This is an optimization exercise on Yosys and OpenROAD, whose aim is small area, not a production implementation.
The RTL was checked by simulation tests, not by an equivalence proof against the original design.
No driver is modelled on the clock port, so clock power and skew are understated where the tree is cut down; a real chip needs a root buffer or a tree.
Power is estimated from default activity; no workload was simulated.

[flow/flow/run.sh]
#!/bin/bash
# Layout flow: the standard ORFS flow with three changes.
#  1. Synthesis is the standard flow's own synthesis script unchanged, except that the
#     ABC mapping step uses flow/abc_area.script (area-oriented mapping)
#     instead of ORFS's speed script. Registers are mapped before ABC, so
#     they are exactly the standard synthesis's.
#  2. Port buffers use the smallest buffer cell (buf_1).
#  3. Clock tree: a single clock buffer drives every register (CTS builds
#     the tree, flow/one_clkbuf.tcl then folds it into its root buffer).
# Each step's full output goes to its own log file in this folder.
set -o pipefail
here=$(pwd)
{
  cat <<'T'
proc abc {args} {
  set i [lsearch -exact $args -script]
  if { $i >= 0 } { lset args [expr {$i + 1}] $::env(AREA_ABC_SCRIPT) }
  yosys abc {*}$args
}
T
  cat synth_recipe.tcl
} > synth_area.tcl
export AREA_ABC_SCRIPT=$here/flow/abc_area.script
bash standard.sh SYNTH_SCRIPT=$here/synth_area.tcl synth > synth.log 2>&1 || exit 1
export LEAF_COUNT=2 LEAF_CELL=sky130_fd_sc_hd__clkbuf_16
bash standard.sh \
  POST_CTS_TCL=$here/flow/leaf_tree.tcl \
  BUFFER_PORTS_ARGS="-buffer_cell sky130_fd_sc_hd__buf_1" \
  CTS_ARGS="-sink_clustering_enable -repair_clock_nets -dont_use_dummy_load -buf_list sky130_fd_sc_hd__clkbuf_8" \
  finish > layout.log 2>&1
[flow/flow/abc_area.script]
strash
dch -f
amap
strash
dch -f
amap
topo
stime -c
[flow/flow/drop_root.tcl]
set block [ord::get_db_block]
set root ""
set nleaves 0
foreach inst [$block getInsts] {
  set name [$inst getName]
  if { [string match "clkbuf_0_*" $name] } { set root $inst }
  if { [string match "clkbuf_*" $name] && ![string match "clkbuf_0_*" $name] } { incr nleaves }
}
if { $root ne "" && $nleaves > 0 && $nleaves <= 4 } {
  set innet [[$root findITerm A] getNet]
  set outnet [[$root findITerm X] getNet]
  set ok 1
  foreach it [$outnet getITerms] {
    if { [$it getInst] eq $root } { continue }
    if { ![string match "clkbuf_*" [[$it getInst] getName]] } { set ok 0 }
  }
  if { $ok } {
    foreach it [$outnet getITerms] {
      if { [$it getInst] eq $root } { continue }
      $it disconnect
      $it connect $innet
    }
    [$root findITerm A] disconnect
    [$root findITerm X] disconnect
    odb::dbInst_destroy $root
    odb::dbNet_destroy $outnet
    puts "drop_root: clock port now drives $nleaves leaf buffers"
    estimate_parasitics -placement
    repair_timing -hold -verbose
    detailed_placement
    check_placement -verbose
    report_clock_skew
  }
}
[flow/flow/leaf_tree.tcl]
set block [ord::get_db_block]
set k $::env(LEAF_COUNT)
set root ""
set leaves {}
foreach inst [$block getInsts] {
  set name [$inst getName]
  if { [string match "clkbuf_0_*" $name] } { set root $inst } elseif { [string match "clkbuf_*" $name] } { lappend leaves $inst }
}
if { $root ne "" && [llength $leaves] >= $k } {
  set clknet [[$root findITerm A] getNet]
  # clock sinks
  set sinks {}
  foreach leaf $leaves {
    foreach it [[[$leaf findITerm X] getNet] getITerms] {
      if { [$it getInst] ne $leaf } { lappend sinks $it }
    }
  }
  set xs {}; set ys {}
  foreach it $sinks {
    set bb [[$it getInst] getBBox]
    lappend xs [expr {([$bb xMin] + [$bb xMax]) / 2.0}]
    lappend ys [expr {([$bb yMin] + [$bb yMax]) / 2.0}]
  }
  set n [llength $sinks]
  # k-means, seeded with sinks spread along the sorted x order
  set order [lsort -real -indices $xs]
  set cx {}; set cy {}
  for {set c 0} {$c < $k} {incr c} {
    set s [lindex $order [expr {int(($c + 0.5) * $n / $k)}]]
    lappend cx [lindex $xs $s]; lappend cy [lindex $ys $s]
  }
  for {set iter 0} {$iter < 50} {incr iter} {
    set asg {}
    for {set i 0} {$i < $n} {incr i} {
      set best 0; set bd 1e30
      for {set c 0} {$c < $k} {incr c} {
        set d [expr {abs([lindex $xs $i] - [lindex $cx $c]) + abs([lindex $ys $i] - [lindex $cy $c])}]
        if { $d < $bd } { set bd $d; set best $c }
      }
      lappend asg $best
    }
    set nx {}; set ny {}
    for {set c 0} {$c < $k} {incr c} {
      set sx 0.0; set sy 0.0; set m 0
      for {set i 0} {$i < $n} {incr i} {
        if { [lindex $asg $i] == $c } { set sx [expr {$sx + [lindex $xs $i]}]; set sy [expr {$sy + [lindex $ys $i]}]; incr m }
      }
      if { $m > 0 } { lappend nx [expr {$sx / $m}]; lappend ny [expr {$sy / $m}] } else { lappend nx [lindex $cx $c]; lappend ny [lindex $cy $c] }
    }
    set cx $nx; set cy $ny
  }
  # disconnect everything from the old tree
  foreach it $sinks { $it disconnect }
  set oldnets {}
  foreach b [concat [list $root] $leaves] {
    lappend oldnets [[$b findITerm X] getNet]
    [$b findITerm A] disconnect
    [$b findITerm X] disconnect
  }
  foreach b [lrange $leaves $k end] { odb::dbInst_destroy $b }
  odb::dbInst_destroy $root
  foreach net $oldnets { odb::dbNet_destroy $net }
  set master [[ord::get_db] findMaster $::env(LEAF_CELL)]
  for {set c 0} {$c < $k} {incr c} {
    set b [lindex $leaves $c]
    $b swapMaster $master
    set net [odb::dbNet_create $block "clknet_leaf_$c"]
    $net setSigType CLOCK
    [$b findITerm A] connect $clknet
    [$b findITerm X] connect $net
    $b setLocation [expr {int([lindex $cx $c])}] [expr {int([lindex $cy $c])}]
    $b setPlacementStatus PLACED
    for {set i 0} {$i < $n} {incr i} {
      if { [lindex $asg $i] == $c } { [lindex $sinks $i] connect $net }
    }
  }
  $clknet setNonDefaultRule NULL
  puts "leaf_tree: $k leaf buffers for $n clock sinks"
  detailed_placement
  estimate_parasitics -placement
  repair_timing -hold -verbose
  detailed_placement
  check_placement -verbose
  report_clock_skew
}
[flow/flow/one_clkbuf.tcl]
# POST_CTS_TCL hook: collapse the clock tree that CTS built into its root
# buffer alone. Every clock sink that a leaf buffer drove is moved to the
# root buffer's output net, the leaf buffers are removed, and the root is
# sized up so that it drives all sinks itself. All registers then see the
# same clock buffer (no skew between them).
set block [ord::get_db_block]
set root ""
set leaves {}
foreach inst [$block getInsts] {
  set name [$inst getName]
  if { [string match "clkbuf_0_*" $name] } {
    set root $inst
  } elseif { [string match "clkbuf_*" $name] } {
    lappend leaves $inst
  }
}
if { $root ne "" && [llength $leaves] > 0 } {
  set rootnet [[$root findITerm X] getNet]
  foreach leaf $leaves {
    set outnet [[$leaf findITerm X] getNet]
    set inet [[$leaf findITerm A] getNet]
    if { $inet ne "" && [$inet getName] ne [$rootnet getName] } { continue }
    foreach it [$outnet getITerms] {
      if { [$it getInst] eq $leaf } { continue }
      $it disconnect
      $it connect $rootnet
    }
    [$leaf findITerm A] disconnect
    [$leaf findITerm X] disconnect
    odb::dbInst_destroy $leaf
    odb::dbNet_destroy $outnet
  }
  # the trunk net carried CTS's non-default routing rule; it now reaches
  # the register pins, so route it with the default rule
  $rootnet setNonDefaultRule NULL
  $root swapMaster [[ord::get_db] findMaster $::env(ONE_CLKBUF_CELL)]
  detailed_placement
  estimate_parasitics -placement
  repair_timing -hold -verbose
  detailed_placement
  check_placement -verbose
  report_clock_skew
  report_check_types -max_slew -max_capacitance
}
[flow/standard.sh]
#!/bin/bash
# synth_recipe.tcl (not shown) runs the flow's synth.tcl, then flattens the netlist and writes it again
# the make line also repeats each setting of config.mk as NAME=value (left out here)
make -C /OpenROAD-flow-scripts/flow DESIGN_CONFIG=/design/flow/config.mk WORK_HOME=/design/flow/orfs CLKGATE_MAP_FILE= SYNTH_SCRIPT=/design/flow/synth_recipe.tcl "${@:-finish}"
[flow/config.mk]
export PLATFORM = sky130hd
export DESIGN_NAME = top_lift_with_doors
export DESIGN_NICKNAME = top_lift_with_doors
export VERILOG_FILES = /design/flow/design.v
export SDC_FILE = /design/flow/constraint.sdc
export NUM_CORES = 4
export LEC_CHECK = 0
export CAP_MARGIN = 20
export CORE_MARGIN = 2
export CORE_UTILIZATION = 65
export SLEW_MARGIN = 20
[flow/constraint.sdc]
create_clock -name core_clock -period 10.0 [get_ports {clk}]
set_input_delay 2.0000 -clock core_clock [delete_from_list [all_inputs] [get_ports {clk}]]
set_output_delay 2.0000 -clock core_clock [all_outputs]
set_load 0.01 [all_outputs]
[flow/design.v]
module lift_go_to_target (
    input  wire clk,
    input  wire rst,
    input  wire btn_set,
    input  wire [3:0] sw,
    output wire [14:0] leds,
    output reg  [3:0] floor,
    output reg  [3:0] target_floor,
    output reg  door_open
);
    localparam [8:0] P_END    = 9'd55;
    localparam [8:0] P_START  = 9'd110;
    localparam [8:0] P_START1 = 9'd220;
    localparam [8:0] P_MASK   = 9'd0;
    localparam [7:0] U_END    = 8'd1;
    localparam [7:0] U_MASK   = 8'd0;
    reg b0, b1;
    always @(posedge clk) begin
        b0 <= btn_set;
        b1 <= b0;
    end
    wire set_pulse = b0 & ~b1;
    reg [3:0] prev_floor;    
    reg       stepped;       
    reg [8:0] pq;
    reg [7:0] uq;
    reg [3:0] hv;    
    reg [3:0] w;     
    wire [8:0] p = pq ^ P_MASK;
    wire [7:0] u = uq ^ U_MASK;
    wire [3:0] dif = floor ^ target_floor;
    wire at_target = ~|dif;
    wire below = (dif[3] & target_floor[3]) |
                 (~dif[3] & dif[2] & target_floor[2]) |
                 (~dif[3] & ~dif[2] & dif[1] & target_floor[1]) |
                 (~dif[3] & ~dif[2] & ~dif[1] & target_floor[0]);
    wire p_end    = (p == P_END);
    wire [8:0] p_step = {p[7:0], p[8] ^ p[4] ^ p_end};
    wire [7:0] u_step = {u[6:0], u[7] ^ u[5] ^ u[4] ^ u[3]};
    wire f_zero = ~|floor;
    wire hv_lim = f_zero ? (hv == 4'd1) : floor[0] ? (hv == 4'd7) : (hv == 4'd13);
    wire grp_end = p_end & hv_lim;
    wire door_end = grp_end & ~|w[3:1];
    wire [15:0] f_is;
    genvar i;
    generate for (i = 0; i < 16; i = i + 1) begin : g_dec
        assign f_is[i] = (floor == i);
    end endgenerate
    wire [7:0] u_load;
    assign u_load[0] = f_is[1] | f_is[2] | f_is[5] | f_is[6] | f_is[9] | f_is[10] | f_is[11] | f_is[13];
    assign u_load[1] = f_is[2] | f_is[3] | f_is[4] | f_is[6] | f_is[7] | f_is[8] | f_is[11] | f_is[12] | f_is[13] | f_is[14];
    assign u_load[2] = f_is[1] | f_is[2] | f_is[3] | f_is[4] | f_is[5] | f_is[6] | f_is[7] | f_is[9] | f_is[13] | f_is[15];
    assign u_load[3] = f_is[1] | f_is[2] | f_is[3] | f_is[4] | f_is[6] | f_is[7] | f_is[9] | f_is[10] | f_is[11] | f_is[12] | f_is[14];
    assign u_load[4] = f_is[2] | f_is[3] | f_is[6] | f_is[8] | f_is[10] | f_is[11] | f_is[12] | f_is[14];
    assign u_load[5] = f_is[3] | f_is[5] | f_is[6] | f_is[10] | f_is[11] | f_is[12] | f_is[13] | f_is[15];
    assign u_load[6] = f_is[0] | f_is[3] | f_is[5] | f_is[8] | f_is[9] | f_is[10] | f_is[11] | f_is[12] | f_is[14];
    assign u_load[7] = f_is[1] | f_is[2] | f_is[3] | f_is[5] | f_is[6] | f_is[9] | f_is[13] | f_is[14] | f_is[15];
    wire first_move = ~at_target & door_open;   
    wire move_step  = ~at_target & ~door_open & p_end;
    reg [8:0] p_nx;
    always @(*) begin
        if (at_target & stepped)             p_nx = P_END;      
        else if (at_target & ~door_open)     p_nx = P_START;    
        else if (first_move)                 p_nx = P_START1;
        else                                 p_nx = p_step;     
    end
    wire [3:0] tog;
    assign tog[0] = 1'b1;
    assign tog[1] = ~(floor[0] ^ below);
    assign tog[2] = tog[1] & ~(floor[1] ^ below);
    assign tog[3] = tog[2] & ~(floor[2] ^ below);
    always @(posedge clk) begin
        if (rst) target_floor <= 4'd0;
        else if (set_pulse) target_floor <= sw;
    end
    always @(posedge clk) begin
        prev_floor <= floor;
        pq <= p_nx ^ P_MASK;
        if (at_target & stepped) begin
            hv <= 4'd15;
            w <= floor;
        end else begin
            if (p_end) hv <= hv_lim ? 4'd0 : hv + 4'd1;
            if (grp_end) w <= w - 4'd1;
        end
        if (rst) begin
            floor <= 4'd0;
            stepped <= 1'b0;
            door_open <= 1'b0;
        end else begin
            stepped <= move_step;
            door_open <= at_target & (stepped | (door_open & ~door_end));
            if (move_step) floor <= floor ^ tog;
        end
    end
    generate for (i = 0; i < 15; i = i + 1) begin : g_leds
        assign leds[i] = (prev_floor == i);
    end endgenerate
endmodule
module sevenseg_display (
    input  wire clk,
    input  wire rst,
    input  wire music_en,
    input  wire door_open,
    output reg  [6:0] seg,
    output reg  [3:0] an
);
    localparam BLANK = 7'b1111111;
    localparam NSEG  = 7'b0101011;
    localparam OSEG  = 7'b1000000;
    localparam CSEG  = 7'b1000110;
    localparam [13:0] R_MASK = 14'd0;
    reg [13:0] rq;
    wire [13:0] r = rq ^ R_MASK;
    reg [1:0]  digit;
    wire low_zero = ~|r[12:0];
    wire wrap     = low_zero & ~r[13];
    wire [13:0] r_nx = rst ? 14'd1 : {r[12:0], r[13] ^ r[4] ^ r[2] ^ r[0] ^ low_zero};
    always @(posedge clk) begin
        rq <= r_nx ^ R_MASK;
        if (rst) digit <= 2'd0;
        else digit <= {digit[1] ^ (digit[0] & wrap), digit[0] ^ wrap};
    end
    always @(*) begin
        case (digit)
            2'd0: begin an = 4'b1110; seg = music_en ? NSEG : BLANK; end
            2'd1: begin an = 4'b1101; seg = door_open ? OSEG : CSEG; end
            default: begin an = 4'b1111; seg = BLANK; end
        endcase
    end
endmodule
module top_lift_with_doors (
    input  wire clk,
    input  wire rst,
    input  wire btn_set,
    input  wire [3:0] sw,
    output wire [14:0] leds,
    output wire [6:0] seg,
    output wire [3:0] an
);
    wire [3:0] floor;
    wire [3:0] target_floor;
    wire       door_open;
    lift_go_to_target lift_inst (
        .clk(clk), .rst(rst), .btn_set(btn_set), .sw(sw),
        .leds(leds), .floor(floor), .target_floor(target_floor),
        .door_open(door_open)
    );
    wire music_en = (floor != 4'd0 && floor != 4'd14);
    sevenseg_display sseg (
        .clk(clk), .rst(rst), .music_en(music_en), .door_open(door_open),
        .seg(seg), .an(an)
    );
endmodule
==> results.py, run 1 <==
metrics = {
    "critical_path": {
        "cp_top_family": "simple AND/OR/NAND/NOR gates",
        "path_max_fanout": 7,
        "cpMaxStageDelayCell": "nor4_1",
        "path_cells": "nor4_1 -> a41oi_1 -> nor2b_1 -> nor2_1 -> buf_1",
        "cp.arrival_ns": 1.56,
        "end_kind": "output port",
        "crit_buf_inv": 1,
        "required_ns": 8.00,
        "max_stage_delay_ns": 0.49,
        "worstSetupPathType": "reg2out",
        "cp-start-kind": "register",
    },
    "cells_and_area": {
        "regArea_um2": 1020,
        "syn_to_final_growth_pct": 8.59,
        "fill_cells": 245,
        "fin_cells": 296,
        "drive_gt1_share_pct": 0.760,
        "nets": 276,
        "multiInputGateArea_um2": 813,
        "antenna_cells": 0,
    },
    "logic_synthesis": {
        "synth_cell_types": 29,
        "synthCells": 235,
        "syn_area_per_cell_um2": 8.43,
        "synth_area_um2": 1980,
        "synth_warnings": 2,
        "yosys_register_bits": 49,
        "ys_seq_area_share_pct": 51.5,
    },
    "job": {
        "cap_violations": 0,
    },
    "route": {
        "drt_iter0_markers": 78,
        "routedWlPerCell_um": 11.0,
        "vias": 1579,
        "drc": 0,
        "route.final.wire_length_um": 3260,
        "viasPerCell": 5.33,
        "dr.pass1.iters": 5,
        "ant_nets": 0,
    },
    "placement": {
        "dp_hpwl_um": 2530,
        "dp.cells": 294,
        "gp_congestion": 0.822,
        "portBuffers": 30,
    },
    "floorplanning": {
        "start_util_pct": 66.5,
        "rows": 20,
        "pin_count": 33,
        "core_area_um2": 2980,
        "die_area_um2": 3500,
        "die_y_um": 59.2,
        "chipWidth_um": 59.2,
    },
    "clock_tree": {
        "clock-sinks": 49,
        "clkLatencyLatePin_ns": 0.16,
        "path_clk_slew_ns": 0.08,
    },
    "timing": {
        "rsz0062_at_grt": "false",
        "drv_slew": 0,
        "max_freq_ghz": 0.281,
        "hold_viol": 0,
        "finalCriticalPeriod_ns": 3.56,
        "tightest_slew_ns": 1.04,
        "setup_viol": 0,
        "period_share_pct": 35.6,
        "relSlewSlack_pct": 30.9,
        "setup_tns_ns": 0,
        "skew_ns": 0.0170,
    },
    "global_route": {
        "grt_overflow": 0,
        "grt_max_degree": 28,
        "first_global_vias": 1303,
        "grt_use_total_pct": 18.9,
        "grt_antenna_before_repair": 0,
        "grt_first_pass_wirelength_um": 5420,
    },
    "power": {
        "p_leak_nw": 0.807,
        "ir_drop_v": 0.0000882,
        "power_density_nw_per_um2": 148,
    },
    "min_path": {
        "hold_path_class": "reg2reg",
    },
    "run_status": {
        "status": "no timing/DRC/antenna violations",
    },
}
## cell usage after synthesis (all sizes together)
cell	number	area share, %
a211o	1	0.44
and3	1	0.32
o21a	1	0.38
nor4	6	1.9
o221ai	3	1.3
a22oi	8	3.0
or2	2	0.63
nand2	24	4.5
nor2b	14	4.4
o22ai	5	1.6
a32oi	1	0.44
ha	4	2.5
conb	1	0.19
o21ai	7	1.8
o211ai	3	1.1
edfxtp	4	6.1
nand4	2	0.63
dfxtp	45	45
clkinv	30	5.7
a211oi	4	1.5
a21oi	3	0.76
a221oi	2	0.88
nor2	50	9.5
or3	2	0.63
buf	5	1.9
a311oi	1	0.44
a41oi	1	0.44
o2111ai	1	0.44
nor3	4	1.0
## routing by layer
metal  vias to the layer above  track usage, %  part of all wire, %
met5                         -               0                    0
met2                        35            33.6                   45
met1                       685            26.5                   51
met4                         0            1.62                  1.0
met3                         4           0.873                  3.3
li1                        855               -                    -
## flip-flops by register name (all words and copies together) (netlist names)
signal                  cells
lift_inst.hv                4
lift_inst.target_floor      4
lift_inst.prev_floor        4
sseg.rq                    14
lift_inst.door_open         1
lift_inst.pq                9
lift_inst.w                 4
lift_inst.b0                1
lift_inst.b1                1
lift_inst.floor             4
sseg.digit                  2
lift_inst.stepped           1
## final timing paths
kind / startpoint / endpoint / slack (ns) / cells past startpoint
hold / removal: lift_inst.b0$_DFF_P_ / lift_inst.b1$_DFF_P_ / 0.35 / 0
setup / recovery: lift_inst.floor[0]$_SDFFE_PP0P_ / seg[2] / 6.44 / 5
hold reg to reg: lift_inst.b0$_DFF_P_ / lift_inst.b1$_DFF_P_ / 0.35 / 0
setup reg to reg: lift_inst.pq[7]$_SDFF_PP0_ / lift_inst.floor[3]$_SDFFE_PP0P_ / 6.88 / 9
## worst register-to-register path, delay by kind of cell (launching register included)
kind | cells | cell delay, ns
AOI/OAI and AO/OA | 3 | 0.65
DFF | 1 | 0.32
buffers and inverters | 2 | 0.53
and+or+nand+nor | 4 | 1.43
## stage by stage
step | instance area (um^2) | total power, mW | hold WS [ns] | worst slack, ns | utilization (%)
2_1_floorplan | 1980 | 0.236 | 0.324 | 6.85 | -
3_3_place_gp | 2100 | 0.241 | 0.329 | 6.66 | 70.5
3_5_place_dp | 2100 | 0.242 | 0.336 | 6.63 | 70.5
5_1_grt | 2150 | 0.333 | 0.368 | 6.30 | 72.2
6_report | 2150 | 0.319 | 0.350 | 6.44 | 72.2
## layout by cell type, fill, tap and decap left out, drive strengths merged
cell and n:
o21ai 7, nor2 50, or2 2, a41oi 1, a21oi 3, clkinv 30
a22oi 8, and3 1, nand4 2, nor3 4, o22ai 5, a211o 1
o221ai 3, o211ai 3, a311oi 1, conb 2, o2111ai 1, o21a 1
ha 4, edfxtp 4, nor4 6, nand2 24, a32oi 1, a221oi 2
dfxtp 45, or3 2, buf 30, clkbuf 2, nor2b 14, a211oi 4
## where the power goes
group	switching, mW	leakage (nW)	total, mW	internal (mW)
sequential	0.00535	0.403	0.211	0.206
combinational	0.0155	0.379	0.0261	0.0106
clock	0.0449	0.0246	0.0815	0.0366
## kinds of logic after synthesis
logic type               after synthesis  share of synthesized area (%)
AO/OA/AOI/OAI                         41                           14.6
flip-flops                            49                           51.5
other                                  1                          0.189
adder cells (fa/ha/maj)                4                           2.53
buffers and inverters                 35                           7.58
AND/OR/NAND/NOR                      105                           23.6
## cell type report
class	instances	share of cell area [%]
Sequential cell	49	47.5
Multi-Input combinational cell	152	37.8
Timing Repair Buffer	30	5.24
Inverter	30	5.24
Clock buffer	2	2.33
Tap cell	33	1.92
==> inputs of run 2 (changes only) <==
--- a/flow/flow/run.sh
+++ b/flow/flow/run.sh
@@ -22,7 +22,7 @@
 } > synth_area.tcl
 export AREA_ABC_SCRIPT=$here/flow/abc_area.script
 bash standard.sh SYNTH_SCRIPT=$here/synth_area.tcl synth > synth.log 2>&1 || exit 1
-export LEAF_COUNT=2 LEAF_CELL=sky130_fd_sc_hd__clkbuf_16
+export LEAF_COUNT=3 LEAF_CELL=sky130_fd_sc_hd__clkbuf_8
 bash standard.sh \
   POST_CTS_TCL=$here/flow/leaf_tree.tcl \
   BUFFER_PORTS_ARGS="-buffer_cell sky130_fd_sc_hd__buf_1" \
==> results.py, run 2 <==
metrics = {
    "timing": {
        "rsz0062_at_grt": "false",
        "setup_tns_ns": 0,
        "setup_viol": 0,
        "layout_setup_ws_ns": 6.43,
        "hold_viol": 0,
        "max_freq_ghz": 0.280,
        "drv_slew": 0,
        "finalCriticalPeriod_ns": 3.57,
        "tightest_slew_ns": 1.04,
        "relSlewSlack_pct": 30.7,
        "skew_ns": 0.0128,
        "period_share_pct": 35.7,
    },
    "logic_synthesis": {
        "synth_area_um2": 1980,
        "yosysMostFrequentCell": "nor2_1",
        "synth_cell_types": 29,
        "ys.flop_type": "dfxtp_1",
        "synth_warnings": 2,
        "yosysTopAreaCell": "dfxtp_1",
        "ys_seq_area_share_pct": 51.5,
        "netlist.area_leader.share_pct": 45.5,
        "async_reset_ff_share_pct": 0,
        "synthCells": 235,
        "yosys_register_bits": 49,
        "syn_area_per_cell_um2": 8.43,
        "synth-edff-count": 4,
        "synth_commonest_cells": "50 x nor2_1, 45 x dfxtp_1, 30 x clkinv_1",
        "synthTopCellsByArea": "dfxtp_1 45%, nor2_1 9.5%, edfxtp_1 6.1%, clkinv_1 5.7%, nand2_1 4.5%",
    },
    "cells_and_area": {
        "final_cell_mix": "50 x nor2_1, 45 x dfxtp_1, 30 x clkinv_1, 30 x buf_1, 24 x nand2_1",
        "nets": 277,
        "top_register": "sseg.rq",
        "antenna_cells": 0,
        "syn_to_final_growth_pct": 8.15,
        "final_util_pct": 71.9,
        "largest_registers": "sseg.rq (14), lift_inst.pq (9)",
        "largest_register_ffs": 14,
        "drive_gt1_share_pct": 1.14,
        "layout_commonest_cell": "nor2_1",
    },
    "critical_path": {
        "worstSetupPathType": "reg2out",
        "path_max_fanout": 7,
        "cp-start-kind": "register",
        "required_ns": 8.00,
        "cp.arrival_ns": 1.57,
        "end_kind": "output port",
    },
    "route": {
        "vias": 1579,
        "ant_nets": 0,
        "dr.pass1.iters": 4,
        "drt_iter0_markers": 57,
        "routedWlPerCell_um": 11.3,
        "route.final.wire_length_um": 3350,
        "drc": 0,
        "viasPerCell": 5.32,
    },
    "clock_tree": {
        "clkLatencyLatePin_ns": 0.16,
        "clock-sinks": 49,
        "path_clk_slew_ns": 0.09,
    },
    "placement": {
        "pre_cts_ws_ns": 6.63,
        "gp_congestion": 0.822,
        "dp_hpwl_um": 2530,
        "portBuffers": 30,
    },
    "floorplanning": {
        "chipWidth_um": 59.2,
        "rows": 20,
        "core_area_um2": 2980,
        "die_area_um2": 3500,
        "die_y_um": 59.2,
        "start_util_pct": 66.5,
        "pin_count": 33,
    },
    "global_route": {
        "grt_overflow": 0,
        "grt_max_degree": 27,
        "first_global_vias": 1315,
        "grt_use_total_pct": 19.1,
        "grt_antenna_before_repair": 0,
        "grt_first_pass_wirelength_um": 5490,
    },
    "power": {
        "ir_drop_v": 0.000120,
        "p_leak_nw": 0.804,
        "power_density_nw_per_um2": 145,
    },
    "job": {
        "cap_violations": 0,
    },
    "run_status": {
        "status": "no timing/DRC/antenna violations",
    },
    "min_path": {
        "hold_path_class": "reg2reg",
    },
}
[run 2: cell counts after synthesis]
Identical to the previous run, type by type.
[run 2: final timing paths]
kind	start	endpoint	slack, ns	cells past startpoint
max	lift_inst.floor[0]$_SDFFE_PP0P_	seg[2]	6.43	5
min	lift_inst.b0$_DFF_P_	lift_inst.b1$_DFF_P_	0.35	0
max reg2reg	lift_inst.pq[7]$_SDFF_PP0_	lift_inst.floor[3]$_SDFFE_PP0P_	6.78	9
min reg2reg	lift_inst.b0$_DFF_P_	lift_inst.b1$_DFF_P_	0.35	0
[run 2: worst max-delay path: stages (launching register included)]
cell and delay, ns:
dfxtp_1 0.38, nor4_1 0.49, a41oi_1 0.13, nor2b_1 0.18, nor2_1 0.08, buf_1 0.15
[run 2: logic make-up after synthesis]
kind of cell             after synthesis  share of synthesized area, %
AO/OA/AOI/OAI                         41                          14.6
adder cells (fa/ha/maj)                4                          2.53
buffers and inverters                 35                          7.58
flip-flops                            49                          51.5
other                                  1                         0.189
AND/OR/NAND/NOR                      105                          23.6
[run 2: power by group]
part,internal [mW],switching (mW)
clock network,0.0278,0.0453
logic,0.0106,0.0156
registers,0.206,0.00544
[run 2: metal layers]
metal,up-vias,GRT usage [%],share of wire [%]
met5,-,0,0
met4,0,1.95,1.1
met3,4,1.31,3.5
met2,31,33.4,44
met1,690,26.8,52
li1,854,-,-
[run 2: through the flow]
step | hold WS, ns | instances | power, mW | area [um^2]
2_1_floorplan | 0.324 | 236 | 0.236 | 1980
3_3_place_gp | 0.329 | 294 | 0.241 | 2100
3_5_place_dp | 0.336 | 294 | 0.242 | 2100
5_1_grt | 0.370 | 297 | 0.324 | 2140
6_report | 0.351 | 297 | 0.311 | 2140
[run 2: layout make-up]
| cell class | count | area, um^2 |
|---|---|---|
| Fill cell | 245 | 836 |
| Multi-Input combinational cell | 152 | 813 |
| Timing Repair Buffer | 30 | 113 |
| Sequential cell | 49 | 1020 |
| Inverter | 30 | 113 |
| Clock buffer | 3 | 41.3 |
| Tap cell | 33 | 41.3 |
==> inputs of run 3 (changes only) <==
--- a/flow/flow/run.sh
+++ b/flow/flow/run.sh
@@ -22,7 +22,7 @@
 } > synth_area.tcl
 export AREA_ABC_SCRIPT=$here/flow/abc_area.script
 bash standard.sh SYNTH_SCRIPT=$here/synth_area.tcl synth > synth.log 2>&1 || exit 1
-export LEAF_COUNT=3 LEAF_CELL=sky130_fd_sc_hd__clkbuf_8
+export LEAF_COUNT=4 LEAF_CELL=sky130_fd_sc_hd__clkbuf_4
 bash standard.sh \
   POST_CTS_TCL=$here/flow/leaf_tree.tcl \
   BUFFER_PORTS_ARGS="-buffer_cell sky130_fd_sc_hd__buf_1" \
==> results.py, run 3 <==
metrics = {
    "logic_synthesis": {
        "ys.flop_type": "dfxtp_1",
        "yosysTopAreaCell": "dfxtp_1",
        "synthCells": 235,
        "synth_cell_types": 29,
        "yosysMostFrequentCell": "nor2_1",
        "synth_warnings": 2,
        "synth-edff-count": 4,
        "yosys_register_bits": 49,
        "ys_seq_area_share_pct": 51.5,
        "syn_area_per_cell_um2": 8.43,
        "netlist.area_leader.share_pct": 45.5,
        "synth_commonest_cells": "50 x nor2_1, 45 x dfxtp_1, 30 x clkinv_1",
        "synthTopCellsByArea": "dfxtp_1 45%, nor2_1 9.5%, edfxtp_1 6.1%, clkinv_1 5.7%, nand2_1 4.5%",
        "async_reset_ff_share_pct": 0,
        "synth_area_um2": 1980,
    },
    "run_status": {
        "status": "no timing/DRC/antenna violations",
    },
    "cells_and_area": {
        "design_area_um2": 2130,
        "largest_registers": "sseg.rq (14), lift_inst.pq (9)",
        "top_register": "sseg.rq",
        "syn_to_final_growth_pct": 7.58,
        "largest_register_ffs": 14,
        "drive_gt1_share_pct": 1.51,
        "antenna_cells": 0,
        "final_cell_mix": "50 x nor2_1, 45 x dfxtp_1, 30 x clkinv_1, 30 x buf_1, 24 x nand2_1",
        "nets": 278,
        "layout_commonest_cell": "nor2_1",
    },
    "power": {
        "p_comb_share_pct": 8.7,
        "p_int_mw": 0.236,
        "p_sw_mw": 0.0652,
        "power.share.switching_pct": 21.7,
        "p_leak_nw": 0.800,
        "clkPwrFrac_pct": 21.1,
        "ir_drop_v": 0.000123,
        "power_density_nw_per_um2": 141,
        "pwr-share-seq_pct": 70.2,
    },
    "placement": {
        "portBuffers": 30,
        "dp_hpwl_um": 2530,
        "gp_congestion": 0.822,
        "placed_cell_area_um2": 2100,
    },
    "route": {
        "dr.pass1.iters": 5,
        "ant_nets": 0,
        "routedWlPerCell_um": 11.2,
        "vias": 1587,
        "drc": 0,
        "viasPerCell": 5.33,
        "drt_iter0_markers": 61,
        "route.final.wire_length_um": 3320,
    },
    "floorplanning": {
        "pin_count": 33,
        "rows": 20,
        "chipWidth_um": 59.2,
        "die_area_um2": 3500,
        "die_y_um": 59.2,
        "core_area_um2": 2980,
        "start_util_pct": 66.5,
    },
    "timing": {
        "finalCriticalPeriod_ns": 3.59,
        "drv_slew": 0,
        "hold_viol": 0,
        "relSlewSlack_pct": 30.7,
        "setup_tns_ns": 0,
        "rsz0062_at_grt": "false",
        "tightest_slew_ns": 1.04,
        "max_freq_ghz": 0.279,
        "skew_ns": 0.0113,
        "setup_viol": 0,
        "period_share_pct": 35.9,
    },
    "critical_path": {
        "path_cells": "nor4_1 -> a41oi_1 -> nor2b_1 -> nor2_1 -> buf_1",
        "end_kind": "output port",
        "worst-r2r-cell-count": 8,
        "worstSetupPathType": "reg2out",
        "cpMaxStageDelayCell": "nor4_1",
        "cp.arrival_ns": 1.59,
        "required_ns": 8.00,
        "path_max_fanout": 7,
        "crit_buf_inv": 1,
        "max_stage_delay_ns": 0.48,
        "cp-start-kind": "register",
        "cp.depth": 5,
        "cp_top_family": "simple AND/OR/NAND/NOR gates",
    },
    "clock_tree": {
        "clkLatencyLatePin_ns": 0.17,
        "path_clk_slew_ns": 0.12,
        "clock-sinks": 49,
    },
    "global_route": {
        "first_global_vias": 1310,
        "grt_antenna_before_repair": 0,
        "grt_use_total_pct": 19.1,
        "grt_max_degree": 27,
        "grt_overflow": 0,
        "grt_first_pass_wirelength_um": 5430,
    },
    "min_path": {
        "min_path_cells": 0,
        "hold_path_class": "reg2reg",
    },
    "job": {
        "cap_violations": 0,
    },
}
run 3: cell counts after synthesis:
No cell type changed its count.
run 3: area by class of cell:
class	count	area, um^2
Fill cell	251	847
Multi-Input combinational cell	152	813
Sequential cell	49	1020
Timing Repair Buffer	30	113
Tap cell	33	41.3
Inverter	30	113
Clock buffer	4	30.0
run 3: worst paths after layout:
| path | from | to | slack (ns) |
|---|---|---|---|
| hold / removal | lift_inst.b0$_DFF_P_ | lift_inst.b1$_DFF_P_ | 0.36 |
| hold reg to reg | lift_inst.b0$_DFF_P_ | lift_inst.b1$_DFF_P_ | 0.36 |
| setup / recovery | lift_inst.floor[0]$_SDFFE_PP0P_ | seg[2] | 6.41 |
| setup reg to reg | lift_inst.pq[7]$_SDFF_PP0_ | lift_inst.floor[3]$_SDFFE_PP0P_ | 6.86 |
run 3: worst reg2reg max path, delay by kind of cell, from the launching register on:
kind,cells,cell delay (ns)
simple gates,3,1.33
buf+inv,2,0.54
flops,1,0.33
compound gates,3,0.85
run 3: per-layer routing:
layer  part of all wire, %  track usage (%)
met5                     0                0
met4                   1.3             2.27
met3                   4.5             2.40
met2                    44             33.0
met1                    51             26.3
run 3: power by group through the flow:
stage / logic, mW / clock network (mW) / registers (mW)
5_1_grt: 0.0303 / 0.0718 / 0.212
3_5_place_dp: 0.0262 / 0 / 0.216
6_report: 0.0262 / 0.0635 / 0.211
2_1_floorplan: 0.0216 / 0 / 0.214
3_3_place_gp: 0.0258 / 0 / 0.216
run 3: through the flow:
| step | util, % | total power, mW | hold WS, ns | worst slack [ns] | cells |
|---|---|---|---|---|---|
| after floorplan | - | 0.236 | 0.324 | 6.85 | 236 |
| after global routing | 71.6 | 0.315 | 0.374 | 6.26 | 298 |
| after global placement | 70.5 | 0.241 | 0.329 | 6.66 | 294 |
| final | 71.6 | 0.301 | 0.355 | 6.41 | 298 |
| after detailed placement | 70.5 | 0.242 | 0.336 | 6.63 | 294 |
run 3: kinds of logic (layout without fill, tap and decap cells):
kind of cell,Yosys count,count (layout),share of synthesized area [%]
compound gates,41,41,14.6
other cells,1,2,0.189
simple gates,105,105,23.6
flops,49,49,51.5
buf+inv,35,64,7.58
fa+ha+maj,4,4,2.53

[static timing again, ports no longer ideal]
The results above use ideal ports. As a check the final layouts listed here were re-extracted and re-timed, cells and wires unchanged. Step 1, drivers: a clkbuf_16 drives clk and a buf_2 each remaining input, both assumed. Step 2 moves the port delays by t, midway between the first and last clock arrival at a register: inputs arrive t later, outputs are due t later. That takes back most of the time a late clock gives input paths. a / b / c = ideal / step 1 / step 2; a / b = the first two.
| run | shift t [ns] | setup slack, ns | worst hold slack (ns) | worst register clock-pin slew, ns | worst slew at a driven data input, ns |
|---|---|---|---|---|---|
| run 1 | 0.194 | 6.437 / 6.393 / 6.587 | 0.350 / 0.350 / 0.350 | 0.10 / 0.10 | 0.03 |
| run 2 | 0.198 | 6.431 / 6.385 / 6.582 | 0.351 / 0.351 / 0.351 | 0.10 / 0.10 | 0.03 |
| run 3 | 0.212 | 6.412 / 6.366 / 6.578 | 0.355 / 0.355 / 0.355 | 0.12 / 0.12 | 0.03 |
After both steps setup and hold are still met in every run listed.
